What follows belongs to an exercise in optimizing a design on an open flow for small area and a short achievable clock period; a production flow would make more cautious choices. Function was checked by simulation only, so behaviour that the tests miss may differ from the original.

==> flow/design.v (outline; a module is shown in full before it is edited, if it fits) <==
// module mul64: 3488 lines
// module mul_fin: 14 lines
// module sparc_mul_cntl: 106 lines
// module sparc_mul_dp: 104 lines
// module sparc_mul_top: 80 lines
module sparc_mul_top( 
   mul_exu_ack, mul_spu_ack, mul_spu_shf_ack, mul_data_out, 
   rclk, grst_l, exu_mul_input_vld, exu_mul_rs1_data, exu_mul_rs2_data, 
   spu_mul_req_vld, spu_mul_acc, spu_mul_areg_shf, spu_mul_areg_rst, 
   spu_mul_op1_data, spu_mul_op2_data, spu_mul_mulres_lshft
   );
  // ...
==> flow/run.sh <==
#!/bin/bash
# synth_recipe.tcl (not shown) runs the flow's synth.tcl, then flattens the netlist and writes it again
# the make line also repeats each setting of config.mk as NAME=value (left out here)
make -C /OpenROAD-flow-scripts/flow DESIGN_CONFIG=/design/flow/config.mk WORK_HOME=/design/flow/orfs CLKGATE_MAP_FILE= SYNTH_SCRIPT=/design/flow/synth_recipe.tcl finish
==> flow/config.mk <==
export PLATFORM = sky130hd
export DESIGN_NAME = sparc_mul_top
export DESIGN_NICKNAME = sparc_mul_top
export VERILOG_FILES = /design/flow/design.v
export SDC_FILE = /design/flow/constraint.sdc
export NUM_CORES = 4
export LEC_CHECK = 0
export ABC_CLOCK_PERIOD_IN_PS = 4000
export CAP_MARGIN = 20
export CORE_MARGIN = 2
export CORE_UTILIZATION = 40
export PLACE_DENSITY = 0.6
export SETUP_SLACK_MARGIN = 4.2
export SLEW_MARGIN = 20
==> flow/constraint.sdc <==
create_clock -name core_clock -period 8.0 [get_ports {rclk}]
set_input_delay 1.6000 -clock core_clock [delete_from_list [all_inputs] [get_ports {rclk}]]
set_output_delay 1.6000 -clock core_clock [all_outputs]
set_load 0.01 [all_outputs]
==> reports/qor_table.md, run 1 <==
| Group | Parameter | This run |
|:---|:---|:---|
| outcome | Outcome | finished clean |
| setup path | Reg-to-reg endpoint | dpath.sc_s[42] |
| clock tree | Sinks on the clock net | 663 |
| placement | Post-place setup slack | 2.328 ns |
| min path | Hold Path Stages | 1 |
| finish | Final Instance Count excl. Fillers | 12070 |
| synth | Gate count of the mapped netlist | 8706 |
| setup path | Capture point of the worst path | dpath.sc_s[42] |
| sta | Max-slew headroom | 10.25% |
| floorplanning | Die Wd | 457.1 µm |
| floorplanning | Die outline area | 208900 µm² |
| setup path | Stages on the worst setup path | 10 |
| drt | Via Count | 75430 |
| setup path | Maximum net fanout on the critical path | 2 |
| finish | Most frequent cells in the layout | sky130_fd_sc_hd__inv_1, sky130_fd_sc_hd__fa_1, sky130_fd_sc_hd__xnor2_1, sky130_fd_sc_hd__a22oi_2, sky130_fd_sc_hd__nand2_1 |
| floorplanning | Die height | 457.1 µm |
| synth | Flip-flop and latch count after synthesis | 663 |
| clock tree | Clock tree from TritonCTS | yes |
| finish | Fraction of cell area in non-clock buffers | 15.72% |
| synth | Xor and xnor area share after synthesis | 12.81% |
| finish | Number of fill cells | 17560 |
| finish | Share of post-route cells with drive strength above 1 | 31.32% |
| clock tree | Clk latency of the worst-skew pair | 0.79 ns |
| setup path | Largest incremental delay on the critical path | 0.71 ns |
| synth | Count of distinct cell types in the synthesized netlist | 87 |
| floorplanning | Starting density of the core | 40.18% |
| synth | Async SR Flop Fraction | 0% |
| finish | Synth-to-layout area growth | 36.00% |
| job | Maximum capacitance violations | 0 |
| clock tree | Post-CTS setup-driven buffer insertion count | 456 |
| min path | HP Start | control.mul_ecl_ack_d |
| finish | Diodes inserted | 26 |
| finish | Proportion of cell area occupied by registers | 13.81% |
| synth | Adder-cell share of the synthesized area | 34.22% |
| synth | Synth top area cells | sky130_fd_sc_hd__fa_1, sky130_fd_sc_hd__dfxtp_1, sky130_fd_sc_hd__xnor2_1 |
| sta | Min cycle time layout | 4.755 ns |
| setup path | Buf/Inv on CP | 3 |
| drt | WL met3 | 68.35 mm |
| sta | Total of endpoints with negative setup slack in the final report | 0 |
==> run 2, diff against run 1 <==
--- a/flow/config.mk
+++ b/flow/config.mk
@@ -6,9 +6,7 @@
 export NUM_CORES = 4
 export LEC_CHECK = 0
-export ABC_CLOCK_PERIOD_IN_PS = 4000
 export CAP_MARGIN = 20
 export CORE_MARGIN = 2
 export CORE_UTILIZATION = 40
 export PLACE_DENSITY = 0.6
-export SETUP_SLACK_MARGIN = 4.2
 export SLEW_MARGIN = 20
==> run 2 against run 1 <==
Net effect:
- core utilization fell by 10 points
- fmax fell by 20%
- sequential share of layout area is 3.1 points higher
- clock-buffer cell count down 3
- flip-flop and latch count did not move
- critical path type unchanged
==> reports/qor_table.md, run 2 <==
| Group | Parameter | This run | Delta |
|:---|:---|:---|:---|
| clock tree | Clk latency of the worst-skew pair | 0.77 ns | was 0.79 ns |
| min path | HP Start | control.acc_actc1 | was control.mul_ecl_ack_d |
| clock tree | Clock-pin slew reported for the worst setup and hold paths after clock tree synthesis | 0.07 ns | was 0.06 ns |
| placement | Total of buffers placed on input and output ports | 330 | unchanged |
| drt | Iteration-0 DRC count of the detailed router | 8022 | was 10180 |
| setup path | CP endpoint kind | flop | unchanged |
| finish | Final Instance Count excl. Fillers | 11320 | was 12070 |
| grt | Initial antenna violation count | 10 | was 24 |
| drt | Via Count | 67640 | was 75430 |
| floorplanning | Die height | 457.1 µm | unchanged |
| sta | Setup total negative slack | 0 ns | unchanged |
| outcome | Outcome | finished clean | unchanged |
| grt | Pin count of the biggest net entering global routing | 150 | was 93 |
| drt | Post-detailed-route DRC marker count | 0 | unchanged |
| drt | Detail-routed net length per standard cell | 31.51 µm | was 37.82 µm |
| synth | Predominant post-synthesis flop cell | sky130_fd_sc_hd__dfxtp_1 | unchanged |
| finish | Share of post-route cells with drive strength above 1 | 6.625% | was 31.32% |
| floorplanning | Core region area | 204400 µm² | unchanged |
| placement | Detail Placement HPWL | 255.3 mm | was 265.4 mm |
| sta | Worst clock skew on the final layout | 0.04756 ns | was 0.04848 ns |
| drt | Amount of wire on met2 after detailed routing | 150.5 mm | was 178.9 mm |
| synth | Portion of synthesized cell area occupied by the leading cell type | 30.06% | unchanged |
| drt | Drt first pass iters | 9 | unchanged |
| synth | Post-synth top area cell | sky130_fd_sc_hd__fa_1 | unchanged |
| floorplanning | Count of standard-cell rows | 166 | unchanged |
| grt | Overflow left after global routing | 0 | unchanged |
| finish | Most frequent cells in the layout | sky130_fd_sc_hd__inv_1, sky130_fd_sc_hd__fa_1, sky130_fd_sc_hd__a22oi_1, sky130_fd_sc_hd__xnor2_1, sky130_fd_sc_hd__nand2_1 | was sky130_fd_sc_hd__inv_1, sky130_fd_sc_hd__fa_1, sky130_fd_sc_hd__xnor2_1, sky130_fd_sc_hd__a22oi_2, sky130_fd_sc_hd__nand2_1 |
| clock tree | Post-CTS setup-driven buffer insertion count | 0 | was 456 |
| sta | Total of endpoints with negative setup slack in the final report | 0 | unchanged |
| min path | Worst hold path type | flop to flop | unchanged |
| clock tree | Post-cts sizing count | 0 | was 1280 |
| sta | Worst Max-Slew Pin Slew | 1.276 ns | was 1.346 ns |
| floorplanning | Die Wd | 457.1 µm | unchanged |
| sta | Number of slew-limit violations in the final report | 0 | unchanged |
| grt | Number of global-route vias before repair | 70370 | was 75270 |
| sta | Maximum frequency from static timing analysis | 167.6 MHz | was 210.3 MHz |
| placement | Final weighted congestion in routability-driven placement | 0.9757 | was 1.005 |
| clock tree | Number of clock buffers inserted by TritonCTS | 86 | unchanged |
| synth | Cell types with the highest counts after synthesis | sky130_fd_sc_hd__inv_1, sky130_fd_sc_hd__fa_1, sky130_fd_sc_hd__a22oi_1 | unchanged |
| drt | Antenna viol nets, final | 0 | unchanged |
| clock tree | Clock tree from TritonCTS | yes | unchanged |
| sta | Max-slew headroom | 14.05% | was 10.25% |
| grt | First-pass GRT wire length | 506.7 mm | was 613.8 mm |
| finish | Nets | 10320 | was 11050 |
| setup path | Maximum net fanout on the critical path | 46 | was 2 |
| synth | Post-synth net total | 10480 | unchanged |
| synth | Synth top area cells | sky130_fd_sc_hd__fa_1, sky130_fd_sc_hd__dfxtp_1, sky130_fd_sc_hd__xnor2_1 | unchanged |
| synth | Async SR Flop Fraction | 0% | unchanged |
| floorplanning | Die outline area | 208900 µm² | unchanged |
| setup path | Capture point of the worst path | dpath.res[71] | was dpath.sc_s[42] |
| floorplanning | I/O pin count | 331 | unchanged |
| synth | Flip-flop and latch count after synthesis | 663 | unchanged |
| synth | Synth Area per Inst | 9.432 µm² | unchanged |
| sta | Least setup slack across all paths after layout | 2.033 ns | was 3.245 ns |
| sta | Final hold viol count | 0 | unchanged |
| floorplanning | Starting density of the core | 40.18% | unchanged |
| sta | Min cycle time layout | 5.967 ns | was 4.755 ns |
| grt | All-layer global routing usage | 33.55% | was 42.39% |
| clock tree | Buffer cell driving the clock tree root | sky130_fd_sc_hd__clkbuf_16 | unchanged |
| synth | Gate count of the mapped netlist | 8706 | unchanged |
| drt | Length of routed wiring on met1 | 133.6 mm | was 154.1 mm |
| setup path | Arrival @ worst endpoint | 6.46 ns | was 5.42 ns |
| drt | Top routing layer in use | met5 | unchanged |
| clock tree | Sinks on the clock net | 663 | unchanged |
| sta | Unrepaired setup endpoints after global routing | false | was true |
| synth | Sequential element share of the synthesized area | 18.54% | unchanged |
| sta | Period utilization | 74.58% | was 59.44% |
| setup path | Crit. Startpoint | control.acc_actc5 | was dpath.sc_s[74] |
| synth | Number of enable-type register cells in the synthesized netlist | 195 | unchanged |
| setup path | Kind of start point of the critical path | flop | unchanged |
| setup path | FF-to-FF Start | control.acc_actc5 | was dpath.sc_s[74] |
| clock tree | Clock Path Buffers | 3 | unchanged |
| finish | Largest register FFs | 136 | unchanged |
| drt | Number of vias per cell | 5.976 | was 6.251 |
| clock tree | # H-tree levels | 3 | unchanged |
| synth | Post-synthesis cell area | 82110 µm² | unchanged |
| setup path | Kind of critical path | flop to flop | unchanged |
| clock tree | Hold buffer count at CTS | 0 | unchanged |
| synth | Count of distinct cell types in the synthesized netlist | 87 | unchanged |
| drt | Overall routed net length | 356.7 mm | was 456.4 mm |
| setup path | CP Data Required Time | 8.50 ns | was 8.67 ns |
| setup path | Depth of the worst register-to-register path | 15 | was 10 |
| drt | WL met3 | 41.65 mm | was 68.35 mm |
| job | Maximum capacitance violations | 0 | unchanged |
| setup path | Reg-to-reg endpoint | dpath.res[71] | was dpath.sc_s[42] |
| placement | Post-place setup slack | 2.004 ns | was 2.328 ns |
| finish | Synth-to-layout area growth | 10.46% | was 36.00% |
| finish | Commonest non-fill, non-tap cell in the layout | sky130_fd_sc_hd__inv_1 | unchanged |
| synth | Yosys warning total | 3 | unchanged |
| placement | Placed cell count | 11150 | was 11130 |
| synth | Most repeated cell in the gate-level netlist after synthesis | sky130_fd_sc_hd__inv_1 | unchanged |
[run 2: cell counts after synthesis]
Identical to the previous run, type by type.
[run 2: critical path, cell delays in order (launching register included)]
cell                        delay, ns
sky130_fd_sc_hd__dfxtp_4         0.87
sky130_fd_sc_hd__buf_4           0.73
sky130_fd_sc_hd__mux2i_1         0.55
sky130_fd_sc_hd__nor2b_1         0.11
sky130_fd_sc_hd__fa_1            0.45
sky130_fd_sc_hd__ha_1            0.42
sky130_fd_sc_hd__nand2_1         0.16
sky130_fd_sc_hd__nor4_4          0.31
sky130_fd_sc_hd__inv_2           0.07
sky130_fd_sc_hd__a2111oi_4       0.60
sky130_fd_sc_hd__o21ai_0         0.21
sky130_fd_sc_hd__a21oi_1         0.26
sky130_fd_sc_hd__nor2_1          0.11
sky130_fd_sc_hd__o21ai_0         0.44
sky130_fd_sc_hd__a21boi_0        0.23
sky130_fd_sc_hd__xnor2_1         0.17
[run 2: cells by family after synthesis]
kind of cell	count (synthesis)	share of synthesized area, %
adders and majority gates	1506	34.22
AOI/OAI and AO/OA	1788	14.95
buffers and inverters	2079	9.557
xor gates and xnor gates	1201	12.81
DFF	663	18.54
muxes	267	3.418
and+or+nand+nor	1202	6.505
[run 2: layout make-up]
| cell class | instances | area (µm²) |
|---|---|---|
| Tap cell | 2688 | 3363 |
| Clock buffer | 106 | 2362 |
| Fill cell | 19640 | 113700 |
| Multi-Input combinational cell | 5964 | 59080 |
| Inverter | 1296 | 4872 |
| Sequential cell | 663 | 15310 |
| Antenna cell | 12 | 30.03 |
| Clock inverter | 56 | 675.6 |
| Timing Repair Buffer | 534 | 5007 |
[run 2: worst min path at each step]
stage / to / cells past startpoint
floorplan: control.favor_e / 1
global placement: dpath.res[1] / 0
detailed placement: control.favor_e / 1
CTS: control.favor_e / 1
global route: dpath.res[31] / 0
finish: control.acc_reg_shf / 1
[run 2: layer usage]
| metal | GRT usage [%] | vias to the layer above |
|---|---|---|
| met5 | 0.1607 | - |
| met4 | 23.70 | 6 |
| met3 | 11.06 | 1386 |
| met2 | 49.71 | 4777 |
| met1 | 41.03 | 33690 |
| li1 | - | 27780 |
[run 2: per-stage QoR]
stage | util, % | hold slack, ns | area, µm²
2_1_floorplan | - | 0.3721 | 82110
3_3_place_gp | 42.85 | 0.3864 | 87580
3_5_place_dp | 42.88 | 0.3776 | 87630
4_1_cts | 44.36 | 0.3975 | 90670
5_1_grt | 44.36 | 0.4052 | 90670
6_report | 44.38 | 0.3983 | 90700

## separate check: timing with driven ports
In the flow no input, the clock included, has a driving cell. The finished layouts below were timed again as built, in two steps. Step 1 (the two cells are an assumption about what drives the block):
set clk [get_ports {rclk}]
set_driving_cell -lib_cell sky130_fd_sc_hd__clkbuf_16 $clk
set_driving_cell -lib_cell sky130_fd_sc_hd__buf_2 [delete_from_list [all_inputs] $clk]
Step 2, shift: input delay + t, output delay - t, t = (earliest + latest rising clock arrival at the registers) / 2. This alone moves slack from input paths to output paths. Three values: no drivers, after step 1, after step 2; two values: the first two.
run | t, ns | setup WS [ns] | worst slew at a driven data input, ns
run 1 | 0.857 | 3.245 / 3.245 / 3.245 | 0.16
run 2 | 0.831 | 2.033 / 2.033 / 2.033 | 0.07
After both steps setup and hold are still met in every run listed.
